This design comes from an exercise in tuning for small area on the open sky130 flow, not from production work. RTL that was checked went through simulation tests only; none was proved equivalent to the original. No activity file was given, so power comes from the tool's default toggle rates. The flow treats the clock pin as an ideal source, which a real chip does not have.

==> flow/design.v (excerpt) <==
module UART_wrapper (clk, rst, rx, rx_rd_en, tx_wr_data, tx_wr_en, rx_rd_data, rx_empty, rx_full, tx, tx_full,
                     rx_parity_error, rx_frame_error);
For scale: about 760 cells after synthesis, about 330 flip-flops, roughly 27 I/O pins.
export LEC_CHECK = 0
export CAP_MARGIN = 20
export CORE_MARGIN = 2
export CORE_UTILIZATION = 55
export SLEW_MARGIN = 20
create_clock -name core_clock -period 20.0 [get_ports {clk}]
standard.sh (not shown) runs the stock make flow with config.mk's settings and CLKGATE_MAP_FILE= SYNTH_SCRIPT=/design/flow/synth_recipe.tcl, a recipe that flattens the netlist after the stock synthesis.
==> flow/flow/run.sh <==
#!/bin/bash
# Own flow: the standard synthesis, then the standard ORFS steps with
#  - cells downsized to their smallest equivalent before placement (flow/downsize.tcl),
#  - port buffers made with buf_1,
#  - a clock tree of small clock buffers without dummy loads.
set -euo pipefail
HERE=$(pwd)
bash standard.sh synth > synth.log 2>&1
export PRE_GLOBAL_PLACE_TCL=$HERE/flow/downsize.tcl
export BUFFER_PORTS_ARGS="-buffer_cell sky130_fd_sc_hd__buf_1"
export CTS_ARGS="-sink_clustering_enable -repair_clock_nets -buf_list {sky130_fd_sc_hd__clkbuf_16} -sink_clustering_size 34 -sink_clustering_max_diameter 100 -dont_use_dummy_load"
bash standard.sh > layout.log 2>&1
==> flow/flow/downsize.tcl <==
# Area recovery before placement: give every cell the smallest-area cell of the same function
# and pins (its drive strength may change; a register stays the same kind of register). Repair
# later in the flow upsizes or buffers again where slew, capacitance or timing need it.
set lib [lindex [get_libs *] 0]
sta::make_equiv_cells $lib
set dont_use_pat {probe|lpflow|clkdlybuf|dlygate|dlymetal|clkbuf|clkinv}
set saved 0.0
set n 0
foreach inst [[ord::get_db_block] getInsts] {
  set master [$inst getMaster]
  if { [$master getType] ne "CORE" } { continue }
  set name [$master getName]
  set cell [get_lib_cells -quiet $name]
  if { $cell eq "" } { continue }
  set best $name
  set best_area [expr { [$master getWidth] * [$master getHeight] }]
  foreach eq [sta::find_equiv_cells $cell] {
    set en [get_name $eq]
    if { [regexp $dont_use_pat $en] } { continue }
    set m [[ord::get_db] findMaster $en]
    if { $m eq "NULL" } { continue }
    set a [expr { [$m getWidth] * [$m getHeight] }]
    if { $a < $best_area } { set best $en; set best_area $a }
  }
  if { $best ne $name } {
    set old [expr { [$master getWidth] * [$master getHeight] }]
    set saved [expr { $saved + $old - $best_area }]
    incr n
    replace_cell [$inst getName] $best
  }
}
set dbu [[ord::get_db_block] getDbUnitsPerMicron]
puts "downsize: $n cells replaced, [expr { $saved / $dbu / $dbu }] um2 saved"
Then changed:
--- a/flow/config.mk
+++ b/flow/config.mk
@@ -8,4 +8,4 @@
 export CAP_MARGIN = 20
 export CORE_MARGIN = 2
-export CORE_UTILIZATION = 55
+export CORE_UTILIZATION = 70
 export SLEW_MARGIN = 20
Outcome: The new run finished clean. Worst setup slack stays flat. Count of clock-buffer cells in the layout stays the same. Die area goes down by about a fifth. Area after synthesis stays the same. Design area goes down slightly. First-iteration DRC count goes up by about a fifth. Non-clock buffer count is unchanged. Total power goes down slightly. Via count stays flat. Clock skew goes down by 0.011 ns. Global-route usage goes up by 3.2 points.

job 101:
UART_wrapper again, from the RTL that the note above started with.
// UART_wrapper
module UART_wrapper (clk, rst, rx, rx_rd_en, tx_wr_data, tx_wr_en, rx_rd_data, rx_empty, rx_full, tx, tx_full,
                     rx_parity_error, rx_frame_error);
export LEC_CHECK = 0
export CAP_MARGIN = 10
export CORE_MARGIN = 2
export CORE_UTILIZATION = 55
export GPL_TIMING_DRIVEN = 0
export SLEW_MARGIN = 10
create_clock -name core_clock -period 20.0 [get_ports {clk}]
==> flow/flow/run.sh <==
#!/bin/bash
# Own flow: the standard synthesis, then the standard ORFS steps with
#  - cells downsized to their smallest equivalent before placement (flow/downsize.tcl),
#  - port buffers made with buf_1,
#  - a clock tree of small clock buffers without dummy loads.
set -euo pipefail
HERE=$(pwd)
bash standard.sh synth > synth.log 2>&1
export PRE_GLOBAL_PLACE_TCL=$HERE/flow/downsize.tcl
export BUFFER_PORTS_ARGS="-buffer_cell sky130_fd_sc_hd__buf_1"
export CTS_ARGS="-sink_clustering_enable -repair_clock_nets -buf_list {sky130_fd_sc_hd__clkbuf_16} -sink_clustering_size 28 -sink_clustering_max_diameter 80 -dont_use_dummy_load"
bash standard.sh > layout.log 2>&1
==> flow/flow/downsize.tcl <==
# Area recovery before placement: give every cell the smallest-area cell of the same function
# and pins (its drive strength may change; a register stays the same kind of register). Repair
# later in the flow upsizes or buffers again where slew, capacitance or timing need it.
# Synthesis buffers go first; repair adds back only those that slew and capacitance need.
remove_buffers
set lib [lindex [get_libs *] 0]
sta::make_equiv_cells $lib
set dont_use_pat {probe|lpflow|clkdlybuf|dlygate|dlymetal|clkbuf|clkinv}
set saved 0.0
set n 0
foreach inst [[ord::get_db_block] getInsts] {
  set master [$inst getMaster]
  if { [$master getType] ne "CORE" } { continue }
  set name [$master getName]
  set cell [get_lib_cells -quiet $name]
  if { $cell eq "" } { continue }
  set best $name
  set best_area [expr { [$master getWidth] * [$master getHeight] }]
  foreach eq [sta::find_equiv_cells $cell] {
    set en [get_name $eq]
    if { [regexp $dont_use_pat $en] } { continue }
    set m [[ord::get_db] findMaster $en]
    if { $m eq "NULL" } { continue }
    set a [expr { [$m getWidth] * [$m getHeight] }]
    if { $a < $best_area } { set best $en; set best_area $a }
  }
  if { $best ne $name } {
    set old [expr { [$master getWidth] * [$master getHeight] }]
    set saved [expr { $saved + $old - $best_area }]
    incr n
    replace_cell [$inst getName] $best
  }
}
set dbu [[ord::get_db_block] getDbUnitsPerMicron]
puts "downsize: $n cells replaced, [expr { $saved / $dbu / $dbu }] um2 saved"
Job 101 finished every step from synthesis to the final layout, and the layout passed the timing, DRC and antenna checks.
diff inputs: job 101 => job 102
Settings: a change of CAP_MARGIN from 10 to 20; a deleted GPL_TIMING_DRIVEN that had been 0; a change of CORE_UTILIZATION from 55 to 40; a change of SLEW_MARGIN from 10 to 20.
-- flow/flow/run.sh --
<<< job 101, line 11
export CTS_ARGS="-sink_clustering_enable -repair_clock_nets -buf_list {sky130_fd_sc_hd__clkbuf_16} -sink_clustering_size 28 -sink_clustering_max_diameter 80 -dont_use_dummy_load"
>>> job 102, line 11
export CTS_ARGS="-sink_clustering_enable -repair_clock_nets -buf_list {sky130_fd_sc_hd__clkbuf_4 sky130_fd_sc_hd__clkbuf_8} -sink_clustering_size 12 -sink_clustering_max_diameter 60 -dont_use_dummy_load"
-- flow/flow/downsize.tcl --
<<< job 101, line 4
# Synthesis buffers go first; repair adds back only those that slew and capacitance need.
remove_buffers
>>> job 102, line 4
[summary]
- Having completed the whole flow, job 102 delivered a layout that passed the timing, DRC and antenna checks.
- [compare] base=job 101 new=job 102: number of nets at the end of the flow now larger, global-route track usage on met3 now smaller, proportion of final cell area spent on non-clock buffers now smaller, count of filler cells inserted in the layout now larger.
- Synthesis-to-finish area growth: job 102 > job 101
- Total power of job 102 is higher than that of job 101.
--- input diff job 102..job 103 ---
Settings: CORE_UTILIZATION: 40 -> 70.
-- flow/flow/run.sh --
<<< job 102, line 11
export CTS_ARGS="-sink_clustering_enable -repair_clock_nets -buf_list {sky130_fd_sc_hd__clkbuf_4 sky130_fd_sc_hd__clkbuf_8} -sink_clustering_size 12 -sink_clustering_max_diameter 60 -dont_use_dummy_load"
>>> job 103, line 11
export CTS_ARGS="-sink_clustering_enable -repair_clock_nets -buf_list {sky130_fd_sc_hd__clkbuf_16} -sink_clustering_size 28 -sink_clustering_max_diameter 80 -dont_use_dummy_load"
- Across job 103 and job 102, the outcome is the same: a clean finish for every run.
- Job 103 vs job 102, multi-input combinational area share went up by 0.66 points.
- Total of hold buffers inserted after clock tree synthesis of job 103 is on par with job 102.
- Job 103: floorplan die width lower than job 102
- The final total power in job 103 was lower than what job 102 gave.
- Comparing die area for job 103 and job 102, the bigger number came from job 102.
- Compared with job 102, placement density in the core of job 103 is higher.
- Iteration count of the initial detailed-routing pass for job 103: 1 up relative to job 102
Inputs modified between job 103 and job 104:
Settings: changing CORE_UTILIZATION from 70 to 55.
-- flow/flow/run.sh --
<<< job 103, line 11
export CTS_ARGS="-sink_clustering_enable -repair_clock_nets -buf_list {sky130_fd_sc_hd__clkbuf_16} -sink_clustering_size 28 -sink_clustering_max_diameter 80 -dont_use_dummy_load"
>>> job 104, line 11
export CTS_ARGS="-sink_clustering_enable -repair_clock_nets -buf_list {sky130_fd_sc_hd__clkbuf_8} -sink_clustering_size 16 -sink_clustering_max_diameter 60 -dont_use_dummy_load"
==> notes.md <==
Die area (job 103 / job 104): 0.79
~same relative area of non-clock buffer cells in the final design in job 103 and job 104
Job 103 -> job 104: global-route wire length before repair increased by a few percent
Compared with job 103, in job 104 wire length after detailed routing has increased, total leakage power climbed 0.027 nW, combined global-route utilization of all metal layers fell by 2.9 points, register-to-register slack dropped 0.02 ns.
| sequential share of cell area | higher: job 103 |

the reference run:
The RTL this note starts from:
==> flow/design.v <==
`timescale 1ns / 1ps
module baud_rate_gen (clk, rst, S_tick);
    input clk, rst;
    output S_tick;
    reg [8:0] lfsr;
    assign S_tick = ~lfsr[8] & lfsr[6] & ~lfsr[4] & ~lfsr[3] & lfsr[2] & ~lfsr[1] & ~lfsr[0];
    always @ (posedge clk, posedge rst) begin
        if (rst)
            lfsr <= 9'h164;
        else
            lfsr <= {lfsr[7:0], (lfsr[8] ^ lfsr[4]) | S_tick};
    end
endmodule
`timescale 1ns / 1ps
module UART_FIFO (clk, rst, wr_en, wr_data, rd_en, rd_data, empty, full, head);
    input clk, rst, wr_en, rd_en;
    input [7:0] wr_data;
    output empty, full;
    output reg [7:0] rd_data;
    output [7:0] head;
    reg [127:0] mem;
    reg [4:0] last;
    assign empty = (last == 5'b11111);
    assign full  = (last == 5'b01111);
    assign head  = mem[{last[3:0], 3'b000} +: 8];
    wire do_wr = wr_en & ~full;
    wire do_rd = rd_en & ~empty;
    always @ (posedge clk) begin
        if (do_wr)
            mem <= {mem[119:0], wr_data};
    end
    always @ (posedge clk) begin
        if (rst) begin
            rd_data <= 8'd0;
            last <= 5'b11111;
        end
        else begin
            if (do_wr & ~do_rd)
                last <= last + 1'b1;
            else if (do_rd & ~do_wr)
                last <= last - 1'b1;
            if (do_rd)
                rd_data <= head;
        end
    end
endmodule
`timescale 1ns / 1ps
module UART_TX (clk, S_tick, tx_start, rst, din, head, tx, tx_done_tick);
    input clk, tx_start, rst;
    input S_tick;
    input [7:0] din, head;
    output reg tx_done_tick;
    output reg tx;
    reg active, same, ready;
    reg [3:0] idx, tick_count;
    wire bit_end = S_tick & (tick_count == 4'd15);
    wire last = (idx == 4'd10);
    reg frame_bit;
    always @ (*) begin
        case (idx)
            4'd0: frame_bit = 1'b0;
            4'd1: frame_bit = din[0];
            4'd2: frame_bit = din[1];
            4'd3: frame_bit = din[2];
            4'd4: frame_bit = din[3];
            4'd5: frame_bit = din[4];
            4'd6: frame_bit = din[5];
            4'd7: frame_bit = din[6];
            4'd8: frame_bit = din[7];
            4'd9: frame_bit = ^din;
            default: frame_bit = 1'b1;
        endcase
    end
    always @ (posedge clk, posedge rst) begin
        if (rst) begin
            active <= 1'b0;
            same <= 1'b0;
            ready <= 1'b0;
            tx <= 1'b1;
            tx_done_tick <= 1'b0;
        end
        else begin
            tx <= active ? frame_bit : 1'b1;
            tx_done_tick <= active & bit_end & last;
            ready <= ~active & same;
            if (~active & tx_start)
                same <= tx_done_tick ? (head == din) : 1'b1;
            if (~active)
                active <= tx_start & ready;
            else if (bit_end & last)
                active <= 1'b0;
        end
    end
    always @ (posedge clk) begin
        if (~active) begin
            tick_count <= 4'd0;
            idx <= 4'd0;
        end
        else if (S_tick) begin
            tick_count <= tick_count + 1'b1;
            if (tick_count == 4'd15)
                idx <= idx + 1'b1;
        end
    end
endmodule
`timescale 1ns / 1ps
module UART_RX (clk, S_tick, rst, rx, dout, rx_done_tick, parity_error, frame_error);
    parameter IDLE = 2'b00;
    parameter START = 2'b01;
    parameter SHIFT = 2'b10;
    parameter STOP = 2'b11;
    input clk, rst;
    input S_tick;
    input rx;
    output [7:0] dout;
    output reg rx_done_tick;
    output reg parity_error, frame_error;
    reg [1:0] cs;
    reg [3:0] tick_count, bit_count;
    reg [7:0] data;
    reg par, start_bit;
    assign dout = data;
    wire bit_end = S_tick & (tick_count == 4'd15);
    always @ (posedge clk, posedge rst) begin
        if (rst) begin
            cs <= IDLE;
            rx_done_tick <= 1'b0;
            parity_error <= 1'b0;
            frame_error <= 1'b0;
        end
        else begin
            rx_done_tick <= (cs == STOP) & bit_end;
            parity_error <= (cs == STOP) & par;
            frame_error <= (cs == STOP) & bit_end & (start_bit | ~rx);
            case (cs)
                IDLE:  if (~rx) cs <= START;
                START: if (bit_end) cs <= SHIFT;
                SHIFT: if (bit_end & bit_count[3]) cs <= STOP;
                STOP:  if (bit_end & rx) cs <= IDLE;
            endcase
        end
    end
    always @ (posedge clk) begin
        if (cs == IDLE) begin
            tick_count <= 4'd8;
            bit_count <= 4'd0;
        end
        else if (S_tick)
            tick_count <= tick_count + 1'b1;
        if (bit_end) begin
            if (cs == START) begin
                start_bit <= rx;
                par <= 1'b0;
            end
            if (cs == SHIFT) begin
                par <= par ^ rx;
                bit_count <= bit_count + 1'b1;
                if (~bit_count[3])
                    data <= {rx, data[7:1]};
            end
        end
    end
endmodule
`timescale 1ns / 1ps
module Transmitter_TOP (clk, rst, S_tick, tx_wr_data, tx_wr_en, tx, tx_full);
    input clk, rst, S_tick, tx_wr_en;
    input [7:0] tx_wr_data;
    output tx, tx_full;
    wire tx_rd_en;
    wire [7:0] tx_rd_data, tx_head;
    wire tx_empty;
    UART_TX transmitter (.clk(clk), .S_tick(S_tick), .rst(rst), .tx_start(~tx_empty),
                         .din(tx_rd_data), .head(tx_head), .tx(tx), .tx_done_tick(tx_rd_en));
    UART_FIFO tx_fifo (.clk(clk), .rst(rst), .wr_en(tx_wr_en), .wr_data(tx_wr_data),
                       .rd_en(tx_rd_en), .rd_data(tx_rd_data), .empty(tx_empty), .full(tx_full),
                       .head(tx_head));
endmodule
`timescale 1ns / 1ps
module Receiver_TOP (clk, rst, S_tick, rx, rx_rd_en, rx_rd_data, rx_empty, rx_full, rx_parity_error, rx_frame_error);
    input clk, rst, S_tick, rx, rx_rd_en;
    output [7:0] rx_rd_data;
    output rx_empty, rx_full, rx_parity_error, rx_frame_error;
    wire rx_wr_en;
    wire [7:0] rx_wr_data;
    wire [7:0] rx_head;
    UART_RX receiver (.clk(clk), .S_tick(S_tick), .rst(rst), .rx(rx), .dout(rx_wr_data),
                      .rx_done_tick(rx_wr_en), .parity_error(rx_parity_error), .frame_error(rx_frame_error));
    UART_FIFO rx_fifo (.clk(clk), .rst(rst), .wr_en(rx_wr_en), .wr_data(rx_wr_data), .rd_en(rx_rd_en),
                       .rd_data(rx_rd_data), .empty(rx_empty), .full(rx_full), .head(rx_head));
endmodule
`timescale 1ns / 1ps
module UART_wrapper (clk, rst, rx, rx_rd_en, tx_wr_data, tx_wr_en, rx_rd_data, rx_empty, rx_full, tx, tx_full,
                     rx_parity_error, rx_frame_error);
    parameter N_BIT = 8;   
    input clk, rst;
    input rx;   
    input rx_rd_en;   
    input tx_wr_en;   
    input [N_BIT - 1 : 0] tx_wr_data;   
    output rx_empty, rx_full;   
    output tx;   
    output tx_full;   
    output rx_parity_error, rx_frame_error;   
    output [N_BIT - 1 : 0] rx_rd_data;   
    wire S_tick;   
    baud_rate_gen baud_rate_generator (.clk(clk), .rst(rst), .S_tick(S_tick));
    Transmitter_TOP tx_top (.clk(clk), .rst(rst), .S_tick(S_tick), .tx_wr_data(tx_wr_data), .tx_wr_en(tx_wr_en),
                           .tx(tx), .tx_full(tx_full));
    Receiver_TOP rx_top (.clk(clk), .rst(rst), .S_tick(S_tick), .rx(rx), .rx_rd_en(rx_rd_en), .rx_rd_data(rx_rd_data),
                         .rx_empty(rx_empty), .rx_full(rx_full), .rx_parity_error(rx_parity_error), .rx_frame_error(rx_frame_error));
endmodule
Settings: LEC_CHECK=0, CAP_MARGIN=20, CORE_MARGIN=2, CORE_UTILIZATION=40, CTS_BUF_LIST=sky130_fd_sc_hd__clkbuf_2 sky130_fd_sc_hd__clkbuf_4 sky130_fd_sc_hd__clkbuf_8, CTS_CLUSTER_SIZE=16, SLEW_MARGIN=20; clock period 20.0 ns.
run.sh (not shown) runs the stock make flow with config.mk's settings and CLKGATE_MAP_FILE= SYNTH_SCRIPT=/design/flow/synth_recipe.tcl, a recipe that flattens the netlist after the stock synthesis.
Stock flow here: none of the scripts above is used.
The reference run: flow completed, timing, DRC and antenna clean
For the trial run, these inputs were changed with respect to the reference run:
Settings: CTS_BUF_LIST no longer set, was sky130_fd_sc_hd__clkbuf_2 sky130_fd_sc_hd__clkbuf_4 sky130_fd_sc_hd__clkbuf_8; CTS_CLUSTER_SIZE no longer set, was 16.
==> flow/flow/run.sh (new file) <==
#!/bin/bash
# Own flow: the standard synthesis, then the standard ORFS steps with
#  - cells downsized to their smallest equivalent before placement (flow/downsize.tcl),
#  - port buffers made with buf_1,
#  - a clock tree of small clock buffers without dummy loads.
set -euo pipefail
HERE=$(pwd)
bash standard.sh synth > synth.log 2>&1
export PRE_GLOBAL_PLACE_TCL=$HERE/flow/downsize.tcl
export BUFFER_PORTS_ARGS="-buffer_cell sky130_fd_sc_hd__buf_1"
export CTS_ARGS="-sink_clustering_enable -repair_clock_nets -buf_list {sky130_fd_sc_hd__clkbuf_4 sky130_fd_sc_hd__clkbuf_8} -sink_clustering_size 12 -sink_clustering_max_diameter 60 -dont_use_dummy_load"
bash standard.sh > layout.log 2>&1
==> flow/flow/downsize.tcl (new file) <==
# Area recovery before placement: give every cell the smallest-area cell of the same function
# and pins (its drive strength may change; a register stays the same kind of register). Repair
# later in the flow upsizes or buffers again where slew, capacitance or timing need it.
set lib [lindex [get_libs *] 0]
sta::make_equiv_cells $lib
set dont_use_pat {probe|lpflow|clkdlybuf|dlygate|dlymetal|clkbuf|clkinv}
set saved 0.0
set n 0
foreach inst [[ord::get_db_block] getInsts] {
  set master [$inst getMaster]
  if { [$master getType] ne "CORE" } { continue }
  set name [$master getName]
  set cell [get_lib_cells -quiet $name]
  if { $cell eq "" } { continue }
  set best $name
  set best_area [expr { [$master getWidth] * [$master getHeight] }]
  foreach eq [sta::find_equiv_cells $cell] {
    set en [get_name $eq]
    if { [regexp $dont_use_pat $en] } { continue }
    set m [[ord::get_db] findMaster $en]
    if { $m eq "NULL" } { continue }
    set a [expr { [$m getWidth] * [$m getHeight] }]
    if { $a < $best_area } { set best $en; set best_area $a }
  }
  if { $best ne $name } {
    set old [expr { [$master getWidth] * [$master getHeight] }]
    set saved [expr { $saved + $old - $best_area }]
    incr n
    replace_cell [$inst getName] $best
  }
}
set dbu [[ord::get_db_block] getDbUnitsPerMicron]
puts "downsize: $n cells replaced, [expr { $saved / $dbu / $dbu }] um2 saved"
==> flow/standard.sh (new file) <==
#!/bin/bash
# synth_recipe.tcl (not shown) runs the flow's synth.tcl, then flattens the netlist and writes it again
# the make line also repeats each setting of config.mk as NAME=value (left out here)
make -C /OpenROAD-flow-scripts/flow DESIGN_CONFIG=/design/flow/config.mk WORK_HOME=/design/flow/orfs CLKGATE_MAP_FILE= SYNTH_SCRIPT=/design/flow/synth_recipe.tcl "${@:-finish}"
removed: flow/run.sh
## What came out
- Global routing usage on met1: the trial run and the reference run compared, higher one is the reference run
- The trial run completed end to end with timing, DRC and antenna clean.
- The trial run -> the reference run: count of instances resized after the clock tree is built delta 0, exact match
- Looking at share of cell area taken by flip-flops and latches across the trial run and the reference run, the one that comes out lower is the reference run.
- Looking at clock network area share, the trial run sits 4.1 points lower than the reference run does.
- Taking the reference run as the reference, in the trial run core utilization saw a decrease, design area saw a decrease, worst setup slack after layout saw an increase.
No run of this note included a check of the RTL's function; only the layout flow was run.

==> separate check: timing with driven ports <==
Ports are ideal in the flow. The routed layouts listed here were re-timed in OpenROAD. Step 1, drivers: a clkbuf_16 drives clk and a buf_2 each remaining input, both assumed. Step 2, shift: input delay + t, output delay - t, t = (earliest + latest rising clock arrival at the registers) / 2. This alone moves slack from input paths to output paths. a / b / c = no drivers / after step 1 / after step 2; a / b = the first two.
run | t, ns | setup WS [ns] | slew at the worst register clock pin (ns) | cell pins on the clock port's net
the first run of note 1 | 0.532 | 13.728 / 13.680 / 13.864 | 0.12 / 0.12 | 1
the second run of note 1 | 0.527 | 13.729 / 13.682 / 13.428 | 0.12 / 0.12 | 1
job 101 | 0.514 | 13.714 / 13.666 / 13.371 | 0.10 / 0.10 | 1
job 102 | 0.555 | 13.715 / 13.673 / 13.907 | 0.08 / 0.08 | 1
job 103 | 0.524 | 13.742 / 13.698 / 13.405 | 0.12 / 0.12 | 1
job 104 | 0.598 | 13.647 / 13.605 / 13.859 | 0.10 / 0.10 | 1
the reference run | 0.658 | 13.342 / 13.295 / 13.081 | 0.07 / 0.07 | 1
the trial run | 0.609 | 13.639 / 13.592 / 13.517 | 0.09 / 0.09 | 1
After both steps setup and hold are still met in every run listed. The setup slack of job 101, which loses most, moves by -0.048 ns with the drivers and by -0.343 ns with both steps.
